Background: an optimization exercise with open tools, aiming at small area, a short achievable clock period and few clock cycles per item. Do not read the settings as production practice.
Only simulation tests tie the RTL to the original design; equivalence was not proved.
Power and IR drop assume default switching activity.

## sierra
==> flow/design.v (excerpt) <==
module iterativeDivision
  #(parameter int unsigned DATA_W = 32)
  ( input  var logic i_clk
  , input  var logic i_rst  
  , input  var logic [DATA_W-1:0] i_dividend
  , input  var logic [DATA_W-1:0] i_divisor
  , input  var logic i_start  
  , output var logic [DATA_W-1:0] o_quotient
  , output var logic [DATA_W-1:0] o_remainder
  , output var logic o_finish  
  );
  function automatic logic [5:0] clz32(input logic [31:0] x);
    logic [15:0] z1; logic [15:0] c1;       
    logic [7:0]  z2; logic [15:0] c2;       
    logic [3:0]  z3; logic [11:0] c3;       
    logic [1:0]  z4; logic [7:0]  c4;       
    logic        z5; logic [4:0]  c5;
    for (int i = 0; i < 16; i++) begin
      z1[i] = !(x[2*i+1] || x[2*i]);
      c1[i] = !x[2*i+1];
    end
    for (int i = 0; i < 8; i++) begin
      z2[i]         = z1[2*i+1] && z1[2*i];
      c2[2*i+:2]    = z1[2*i+1] ? {1'b1, c1[2*i]} : {1'b0, c1[2*i+1]};
    end
    for (int i = 0; i < 4; i++) begin
      z3[i]         = z2[2*i+1] && z2[2*i];
      c3[3*i+:3]    = z2[2*i+1] ? {1'b1, c2[4*i+:2]} : {1'b0, c2[4*i+2+:2]};
    end
    for (int i = 0; i < 2; i++) begin
      z4[i]         = z3[2*i+1] && z3[2*i];
      c4[4*i+:4]    = z3[2*i+1] ? {1'b1, c3[6*i+:3]} : {1'b0, c3[6*i+3+:3]};
    end
    z5 = z4[1] && z4[0];
    c5 = z4[1] ? {1'b1, c4[3:0]} : {1'b0, c4[7:4]};
    clz32 = {z5, z5 ? 5'd0 : c5};
  endfunction
  logic [5:0] zA_q, zB_q;
  ...
Size in the first run: roughly 120 flip-flops, roughly 130 I/O pins.
clock: 8.0 ns
lec_check: 0
abc_area: 1
cap_margin: 20
core_margin: 2
core_utilization: 30
setup_slack_margin: 5.0
slew_margin: 20
standard.sh (not shown) runs the stock make flow with config.mk's settings and CLKGATE_MAP_FILE= SYNTH_SCRIPT=/design/flow/synth_recipe.tcl, a recipe that flattens the netlist after the stock synthesis.
==> flow/flow/run.sh <==
#!/bin/bash
# Standard layout, with the port buffers made from the smallest buffer cell
# (repair may still resize them). make's output goes to flow_make.log; each
# ORFS step writes its own log under orfs/logs/.
set -euo pipefail
export BUFFER_PORTS_ARGS="-buffer_cell sky130_fd_sc_hd__buf_1"
bash standard.sh finish > flow_make.log 2>&1
sierra went all the way through synthesis, placement and routing and the layout is clean on timing, DRC and antenna.
Testbench counts of sierra, summed over its fixed seeds: cycles 22,318, items 3,200.
Input-level comparison between juniper and sierra:
Settings: CORE_UTILIZATION changed from 30 to 40.
==> flow/flow/run.sh <==
#!/bin/bash
# Standard layout, with the port buffers made from the smallest buffer cell
# (repair may still resize them), and timing repair aimed at a 5.3 ns setup
# margin. make's output goes to flow_make.log; each ORFS step writes its own
# log under orfs/logs/.
set -euo pipefail
export BUFFER_PORTS_ARGS="-buffer_cell sky130_fd_sc_hd__buf_1"
bash standard.sh finish SETUP_SLACK_MARGIN=5.3 > flow_make.log 2>&1
--- outcome ---
Going from sierra to juniper, met3 usage in global routing went up 1.1 points, maximum frequency went up 7.0%.
Relative to sierra, juniper improves normalized max-slew margin.
### juniper -> quartz
Settings: clearing ABC_AREA, which used to be 1.
==> flow/flow/run.sh <==
#!/bin/bash
# Standard layout, with the port buffers made from the smallest buffer cell
# (repair may still resize them). make's output goes to flow_make.log; each
# ORFS step writes its own log under orfs/logs/.
set -euo pipefail
export BUFFER_PORTS_ARGS="-buffer_cell sky130_fd_sc_hd__buf_1"
bash standard.sh finish > flow_make.log 2>&1
[summary]
Compared with juniper, quartz shows a higher total power. In the metrics for quartz and juniper, the one carrying the lower wire length of the first global-routing pass is quartz. juniper → quartz: post-route cell area -about 3.7%, total of plain and repair buffers excluding clock buffers grew by 11%, share of synthesized area spent on multiplexers now sits higher. Comparing part of the power in the clock network for quartz and juniper, the smaller number came from quartz.

---

The RTL this note starts from:
==> flow/design.v <==
`default_nettype none
module iterativeDivision
  #(parameter int unsigned DATA_W = 32)
  ( input  var logic i_clk
  , input  var logic i_rst  
  , input  var logic [DATA_W-1:0] i_dividend
  , input  var logic [DATA_W-1:0] i_divisor
  , input  var logic i_start  
  , output var logic [DATA_W-1:0] o_quotient
  , output var logic [DATA_W-1:0] o_remainder
  , output var logic o_finish  
  );
  function automatic logic [5:0] clz32(input logic [31:0] x);
    logic [15:0] z1; logic [15:0] c1;       
    logic [7:0]  z2; logic [15:0] c2;       
    logic [3:0]  z3; logic [11:0] c3;       
    logic [1:0]  z4; logic [7:0]  c4;       
    logic        z5; logic [4:0]  c5;
    for (int i = 0; i < 16; i++) begin
      z1[i] = !(x[2*i+1] || x[2*i]);
      c1[i] = !x[2*i+1];
    end
    for (int i = 0; i < 8; i++) begin
      z2[i]         = z1[2*i+1] && z1[2*i];
      c2[2*i+:2]    = z1[2*i+1] ? {1'b1, c1[2*i]} : {1'b0, c1[2*i+1]};
    end
    for (int i = 0; i < 4; i++) begin
      z3[i]         = z2[2*i+1] && z2[2*i];
      c3[3*i+:3]    = z2[2*i+1] ? {1'b1, c2[4*i+:2]} : {1'b0, c2[4*i+2+:2]};
    end
    for (int i = 0; i < 2; i++) begin
      z4[i]         = z3[2*i+1] && z3[2*i];
      c4[4*i+:4]    = z3[2*i+1] ? {1'b1, c3[6*i+:3]} : {1'b0, c3[6*i+3+:3]};
    end
    z5 = z4[1] && z4[0];
    c5 = z4[1] ? {1'b1, c4[3:0]} : {1'b0, c4[7:4]};
    clz32 = {z5, z5 ? 5'd0 : c5};
  endfunction
  logic [5:0] zA_q, zB_q;
  logic       quotZero_q;
  logic [31:0] dividendSeen;
  always_comb begin
    dividendSeen[31] = i_dividend[31];
    for (int i = 30; i >= 0; i--)
      dividendSeen[i] = dividendSeen[i+1] || i_dividend[i];
  end
  always_ff @(posedge i_clk) begin
    zA_q       <= clz32(i_dividend);
    zB_q       <= clz32(i_divisor);
    quotZero_q <= (i_divisor == '0) || ((i_divisor & ~dividendSeen) != '0);
  end
  logic [5:0] shDiff;
  logic [4:0] shAmt;
  logic       quotZero, alignDone;
  always_comb begin
    shDiff   = zB_q - zA_q;  
    shAmt    = shDiff[4:0];
    quotZero = quotZero_q;
    alignDone = (shDiff[5:0] == '0);
  end
  logic       busy_q, align_q, step_q;
  logic [4:0] count_q;
  always_ff @(posedge i_clk)
    if (i_rst) begin
      busy_q  <= '0;
      align_q <= '0;
      step_q  <= '0;
    end else if (i_start) begin
      busy_q  <= '1;
      align_q <= '1;
      step_q  <= '0;
    end else if (align_q) begin
      busy_q  <= !quotZero;
      align_q <= '0;
      step_q  <= !quotZero && !alignDone;
    end else begin
      busy_q  <= busy_q && step_q;
      step_q  <= step_q && (count_q != '0);
    end
  always_ff @(posedge i_clk)
    if (align_q)
      count_q <= shAmt;
    else
      count_q <= count_q - 1'b1;
  always_comb
    o_finish = busy_q && (align_q ? quotZero : !step_q);
  logic [DATA_W-1:0] div_q, rem_q, quo_q, remNext;
  logic              doStep;
  always_comb
    doStep = step_q || (align_q && alignDone && !quotZero);
  logic [DATA_W:0] diff;
  logic            qBit;
  always_comb begin
    diff    = {1'b0, rem_q} - {1'b0, div_q};
    qBit    = !diff[DATA_W];
    remNext = qBit ? diff[DATA_W-1:0] : rem_q;
  end
  always_ff @(posedge i_clk)
    if (i_start)
      div_q <= i_divisor;
    else if (align_q)
      div_q <= div_q << shAmt;
    else
      div_q <= div_q >> 1;
  always_ff @(posedge i_clk)
    if (i_start)
      rem_q <= i_dividend;
    else if (doStep)
      rem_q <= remNext;
  always_ff @(posedge i_clk)
    if (i_start)
      quo_q <= {DATA_W{i_divisor == '0}};
    else if (align_q && !alignDone)
      quo_q <= '0;
    else
      quo_q <= {quo_q[DATA_W-2:0], qBit};
  always_comb begin
    o_quotient  = quo_q;
    o_remainder = rem_q;
  end
endmodule
`resetall
==> flow/config.mk <==
export PLATFORM = sky130hd
export DESIGN_NAME = iterativeDivision
export DESIGN_NICKNAME = iterativeDivision
export VERILOG_FILES = /design/flow/design.v
export SDC_FILE = /design/flow/constraint.sdc
export NUM_CORES = 4
export LEC_CHECK = 0
export ABC_AREA = 1
export CAP_MARGIN = 20
export CORE_MARGIN = 2
export CORE_UTILIZATION = 40
export CTS_BUF_LIST = sky130_fd_sc_hd__clkbuf_8
export CTS_CLUSTER_SIZE = 12
export SETUP_SLACK_MARGIN = 5.0
export SLEW_MARGIN = 20
==> flow/constraint.sdc <==
create_clock -name core_clock -period 8.0 [get_ports {i_clk}]
set_input_delay 1.6000 -clock core_clock [delete_from_list [all_inputs] [get_ports {i_clk}]]
set_output_delay 1.6000 -clock core_clock [all_outputs]
set_load 0.01 [all_outputs]
==> flow/flow/run.sh <==
#!/bin/bash
# Standard layout, with the port buffers made from the smallest buffer cell
# (repair may still resize them), and timing repair aimed at a 5.15 ns setup
# margin. make's output goes to flow_make.log; each ORFS step writes its own
# log under orfs/logs/.
set -euo pipefail
export BUFFER_PORTS_ARGS="-buffer_cell sky130_fd_sc_hd__buf_1"
bash standard.sh finish SETUP_SLACK_MARGIN=5.15 > flow_make.log 2>&1
Testbench counts at the start, summed over its fixed seeds: cycles 22,318, items 3,200.
==> next run, changes <==
==> flow/flow/run.sh (replaced) <==
#!/bin/bash
# Standard layout, with the port buffers made from the smallest buffer cell
# (repair may still resize them). make's output goes to flow_make.log; each
# ORFS step writes its own log under orfs/logs/.
set -euo pipefail
export BUFFER_PORTS_ARGS="-buffer_cell sky130_fd_sc_hd__buf_1"
bash standard.sh finish > flow_make.log 2>&1
=> Core utilization came out lower by 0.49 points; critical path depth does not change; clock power hardly moves; non-clock buffer count came out lower by 2; synthesized area is unchanged; total power came out lower by about 0.75%; combinational power hardly moves; global-route usage came out lower by 0.13 points; final area came out lower by about 1%.

---

Setup of build 44:
RTL: the design.v shown in full above, as it stands there.
export LEC_CHECK = 0
export ABC_AREA = 1
export CAP_MARGIN = 20
export CORE_MARGIN = 2
export CORE_UTILIZATION = 50
export SETUP_SLACK_MARGIN = 5.0
export SLEW_MARGIN = 20
create_clock -name core_clock -period 8.0 [get_ports {i_clk}]
==> flow/flow/run.sh <==
#!/bin/bash
# Standard layout, with the port buffers made from the smallest buffer cell
# (repair may still resize them). make's output goes to flow_make.log; each
# ORFS step writes its own log under orfs/logs/.
set -euo pipefail
export BUFFER_PORTS_ARGS="-buffer_cell sky130_fd_sc_hd__buf_1"
bash standard.sh finish > flow_make.log 2>&1
Testbench counts of build 44, summed over its fixed seeds: cycles 22,318, items 3,200.
## Diff of input files: build 75 against build 44
- CTS_BUF_LIST now sky130_fd_sc_hd__clkbuf_8, previously not set
- CORE_UTILIZATION now 40, was 50
- CTS_CLUSTER_SIZE now 18, previously not set
### Flow results
Build 75 vs build 44: clock network power share down in build 75. Looking at start-to-end type of the worst setup path, the flop to flop result is from build 44; the flop to output port one comes from build 75. Delta (build 75 minus build 44): sequential fraction of design power went up, internal cell power went down.
Edits applied to the flow inputs when going from build 75 to build 95:
- clearing CTS_CLUSTER_SIZE, which used to be 18
- clearing CTS_BUF_LIST, which used to be sky130_fd_sc_hd__clkbuf_8
==> flow/flow/run.sh <==
#!/bin/bash
# Standard layout, with the port buffers made from the smallest buffer cell
# (repair may still resize them), and timing repair aimed at a 5.6 ns setup
# margin. make's output goes to flow_make.log; each ORFS step writes its own
# log under orfs/logs/.
set -euo pipefail
export BUFFER_PORTS_ARGS="-buffer_cell sky130_fd_sc_hd__buf_1"
bash standard.sh finish SETUP_SLACK_MARGIN=5.6 > flow_make.log 2>&1
Findings:
Changes observed in build 95 relative to build 75: first-pass GRT wire length saw an increase; number of gates resized after CTS +280; least setup slack across all paths after layout increased 130 ps; clock network contribution to total cell area comparable; total setup violations reported at the end of the flow ~0 delta. Relative to build 75, fraction of met2 tracks used by global routing has gone up in build 95. Note that the non-clock buffer count recorded for build 95 amounts to 1.8 times the value seen in build 75. Diff build 95..build 75 | total instance count after detailed placement | negligible. NOTE wire length build 75->build 95 increased by more than 10%. Diff build 75 -> build 95: synthesis-to-finish area growth higher, maximum frequency higher.

---

// iterativeDivision: RTL as listed in full above, without the edits since
clock: 8.0 ns
lec_check: 0
abc_area: 1
cap_margin: 20
core_margin: 2
core_utilization: 40
setup_slack_margin: 5.0
slew_margin: 20
==> flow/flow/run.sh <==
#!/bin/bash
# Standard layout, with the port buffers made from the smallest buffer cell
# (repair may still resize them). make's output goes to flow_make.log; each
# ORFS step writes its own log under orfs/logs/.
set -euo pipefail
export BUFFER_PORTS_ARGS="-buffer_cell sky130_fd_sc_hd__buf_1"
bash standard.sh finish > flow_make.log 2>&1
Testbench counts at the start, summed over its fixed seeds: cycles 22,318, items 3,200.
==> next run, changes <==
==> flow/flow/run.sh (replaced) <==
#!/bin/bash
# Standard layout, with the port buffers made from the smallest buffer cell
# (repair may still resize them), and timing repair aimed at a 5.15 ns setup
# margin. make's output goes to flow_make.log; each ORFS step writes its own
# log under orfs/logs/.
set -euo pipefail
export BUFFER_PORTS_ARGS="-buffer_cell sky130_fd_sc_hd__buf_1"
bash standard.sh finish SETUP_SLACK_MARGIN=5.15 > flow_make.log 2>&1
Maximum frequency rises by a few percent.
Cell area climbs slightly.
Global-route usage goes up by 0.40 points.
Non-clock buffer count came out higher by 6.
Utilization came out higher by 0.92 points.

---

build 81:
iterativeDivision, a different RTL version from the one above (not shown whole).
Size: ~2,400 cells after synthesis, roughly 110 flip-flops, about 130 I/O pins, roughly 14,000 µm² of cells after synthesis.
clock: 8.0 ns
lec_check: 0
abc_area: 1
cap_margin: 20
core_margin: 2
core_utilization: 40
gpl_routability_driven: 0
setup_slack_margin: 4.5
slew_margin: 20
==> flow/flow/run.sh <==
#!/bin/bash
# Standard layout, with the port buffers made from the smallest buffer cell
# (repair may still resize them). make's output goes to flow_make.log; each
# ORFS step writes its own log under orfs/logs/.
set -euo pipefail
export BUFFER_PORTS_ARGS="-buffer_cell sky130_fd_sc_hd__buf_1"
bash standard.sh finish > flow_make.log 2>&1
Build 81 completed end to end with timing, DRC and antenna clean.
Testbench counts of build 81, summed over its fixed seeds: cycles 13,806, items 3,200.
Input changes introduced in build 71 (baseline for comparison: build 81):
diff --git a/flow/config.mk b/flow/config.mk
--- a/flow/config.mk
+++ b/flow/config.mk
@@ -10,5 +10,4 @@
 export CORE_MARGIN = 2
 export CORE_UTILIZATION = 40
-export GPL_ROUTABILITY_DRIVEN = 0
-export SETUP_SLACK_MARGIN = 4.5
+export SETUP_SLACK_MARGIN = 5.0
 export SLEW_MARGIN = 20
==> comparison <==
Between build 81 and build 71, met2 usage is lower for build 81, build 71 comes in above that. Re sequential-cell power consumption: build 71 is about 6% down on build 81. Build 71 ended up with i_divisor[23] as its worst setup path startpoint; build 81 ended up with i_divisor[27]. [compare] base=build 81 new=build 71: synthesized netlist cell count held, synthesis-to-finish area growth went up 10 points, clock-cell share of area went down 0.19 points.
What build 25 does differently from build 71 at the input level:
==> flow/run.sh (new file) <==
#!/bin/bash
# synth_recipe.tcl (not shown) runs the flow's synth.tcl, then flattens the netlist and writes it again
# the make line also repeats each setting of config.mk as NAME=value (left out here)
make -C /OpenROAD-flow-scripts/flow DESIGN_CONFIG=/design/flow/config.mk WORK_HOME=/design/flow/orfs CLKGATE_MAP_FILE= SYNTH_SCRIPT=/design/flow/synth_recipe.tcl finish
diff --git a/flow/config.mk b/flow/config.mk
--- a/flow/config.mk
+++ b/flow/config.mk
@@ -9,5 +9,6 @@
 export CAP_MARGIN = 20
 export CORE_MARGIN = 2
-export CORE_UTILIZATION = 40
-export SETUP_SLACK_MARGIN = 5.0
+export CORE_UTILIZATION = 55
+export PLACE_DENSITY = 0.7
+export SETUP_SLACK_MARGIN = 4.5
 export SLEW_MARGIN = 20
removed: flow/flow/run.sh
removed: flow/standard.sh
--- outcome ---
- Having completed the whole flow, build 25 delivered a layout that passed the timing, DRC and antenna checks.
- i_dividend[27] as the worst setup path startpoint was reported by build 25, and i_divisor[23] by build 71.
- As far as number of ordinary inverters in the final layout is concerned, build 71 and build 25 perform about the same.
- Between build 25 and build 71, it is build 25 whose power density over the cells is lower, by 37 nW/µm².
- Compared with build 71, in build 25 clock period minus worst slack lower, wire length decreased by about 9% relative to the old numbers.
[inputs] build 28 vs build 25
==> flow/flow/run.sh (new file) <==
#!/bin/bash
# Standard layout, with the port buffers made from the smallest buffer cell
# (repair may still resize them). make's output goes to flow_make.log; each
# ORFS step writes its own log under orfs/logs/.
set -euo pipefail
export BUFFER_PORTS_ARGS="-buffer_cell sky130_fd_sc_hd__buf_1"
bash standard.sh finish > flow_make.log 2>&1
==> flow/standard.sh (new file) <==
#!/bin/bash
# synth_recipe.tcl (not shown) runs the flow's synth.tcl, then flattens the netlist and writes it again
# the make line also repeats each setting of config.mk as NAME=value (left out here)
make -C /OpenROAD-flow-scripts/flow DESIGN_CONFIG=/design/flow/config.mk WORK_HOME=/design/flow/orfs CLKGATE_MAP_FILE= SYNTH_SCRIPT=/design/flow/synth_recipe.tcl "${@:-finish}"
diff --git a/flow/config.mk b/flow/config.mk
--- a/flow/config.mk
+++ b/flow/config.mk
@@ -6,9 +6,8 @@
 export NUM_CORES = 4
 export LEC_CHECK = 0
-export ABC_AREA = 1
+export ABC_CLOCK_PERIOD_IN_PS = 2000
 export CAP_MARGIN = 20
 export CORE_MARGIN = 2
-export CORE_UTILIZATION = 55
-export PLACE_DENSITY = 0.7
+export CORE_UTILIZATION = 40
 export SETUP_SLACK_MARGIN = 4.5
 export SLEW_MARGIN = 20
removed: flow/run.sh
## What came out
Build 28 against build 25: fraction of power consumed by combinational cells increased 4.8 points; endpoint arrival time on the critical path now sits higher; number of standard cells after synthesis dropped 791; area growth from synthesis to final layout saw an increase.
Highest-delay cell along the critical path = ha_2: build 25; highest-delay cell along the critical path = o41ai_4: build 28
Modified inputs, build 53 compared to build 28
diff --git a/flow/config.mk b/flow/config.mk
--- a/flow/config.mk
+++ b/flow/config.mk
@@ -6,8 +6,8 @@
 export NUM_CORES = 4
 export LEC_CHECK = 0
-export ABC_CLOCK_PERIOD_IN_PS = 2000
+export ABC_AREA = 1
 export CAP_MARGIN = 20
 export CORE_MARGIN = 2
-export CORE_UTILIZATION = 40
+export CORE_UTILIZATION = 50
 export SETUP_SLACK_MARGIN = 4.5
 export SLEW_MARGIN = 20
Findings:
In summary, build 53 completed successfully, with a layout that passed the timing, DRC and antenna checks.
Total area of multi-input combinational cells sits higher in build 53 than in build 28.
Build 53 ended up with i_dividend[27] as its startpoint of the most critical setup path; build 28 ended up with i_dividend[22].
Going from build 28 to build 53, post-route total power went down; setup slack went up; worst hold-check slack went down; wire length after detailed routing went up.
Build 53 ended up with a lower detailed-route vias per instance than build 28 did.
Build 53 vs build 28 on combinational fraction of design power: build 53 is the lower one.
Looking at die area across build 28 and build 53, the one that comes out higher is build 28.
On final area, build 28 beats build 53.
Relative to build 28, synthesized cell count has gone up in build 53.

[what the ideal ports hide]
In the flow no input, the clock included, has a driving cell. The finished layouts below were timed again as built, in two steps.
Step 1 sets driving cells, clkbuf_16 on the clock port and buf_2 on the other inputs (assumed; they add their load-dependent delay and slew).
Step 2 times the ports against the registers' clock, not the clock port: input delays grow and output delays shrink by t, the midpoint of the rising clock arrivals with the driver on.
Three values: ideal, step 1, step 2; two values: the first two.
| run | t (ns) | slack for setup (ns) | worst hold slack (ns) | worst setup path at the end | pins driven straight from the clock port |
|---|---|---|---|---|---|
| sierra | 0.473 | 4.990 / 4.978 / 4.542 | 0.457 / 0.457 / 0.457 | input to register | 1 |
| juniper | 0.479 | 5.186 / 5.138 / 4.831 | 0.457 / 0.457 / 0.457 | input to register | 1 |
| quartz | 0.465 | 4.752 / 4.763 / 4.299 | 0.448 / 0.448 / 0.448 | input to register | 1 |
| the first run of note 2 | 0.497 | 5.126 / 5.083 / 4.730 | 0.454 / 0.454 / 0.454 | input to register | 1 |
| the second run of note 2 | 0.506 | 5.055 / 5.013 / 4.601 | 0.457 / 0.457 / 0.457 | input to register | 1 |
| build 44 | 0.472 | 5.070 / 5.053 / 4.623 | 0.462 / 0.462 / 0.462 | input to register | 1 |
| build 75 | 0.506 | 5.055 / 5.013 / 4.601 | 0.457 / 0.457 / 0.457 | input to register | 1 |
| build 95 | 0.477 | 5.186 / 5.135 / 4.966 | 0.452 / 0.452 / 0.452 | input to register | 1 |
| the first run of note 4 | 0.474 | 5.061 / 5.013 / 4.739 | 0.456 / 0.456 / 0.456 | input to register | 1 |
| the second run of note 4 | 0.475 | 5.149 / 5.102 / 4.771 | 0.452 / 0.452 / 0.452 | input to register | 1 |
| build 81 | 0.420 | 4.206 / 4.222 / 3.801 | 0.444 / 0.444 / 0.444 | input to register | 1 |
| build 71 | 0.420 | 4.282 / 4.308 / 3.888 | 0.474 / 0.474 / 0.474 | input to register | 1 |
| build 25 | 0.421 | 4.414 / 4.422 / 4.001 | 0.460 / 0.460 / 0.460 | input to register | 1 |
| build 28 | 0.425 | 4.270 / 4.279 / 3.866 | 0.476 / 0.476 / 0.476 | input to register | 1 |
| build 53 | 0.430 | 4.394 / 4.412 / 3.982 | 0.471 / 0.471 / 0.471 | input to register | 1 |
After both steps setup and hold are still met in every run listed.
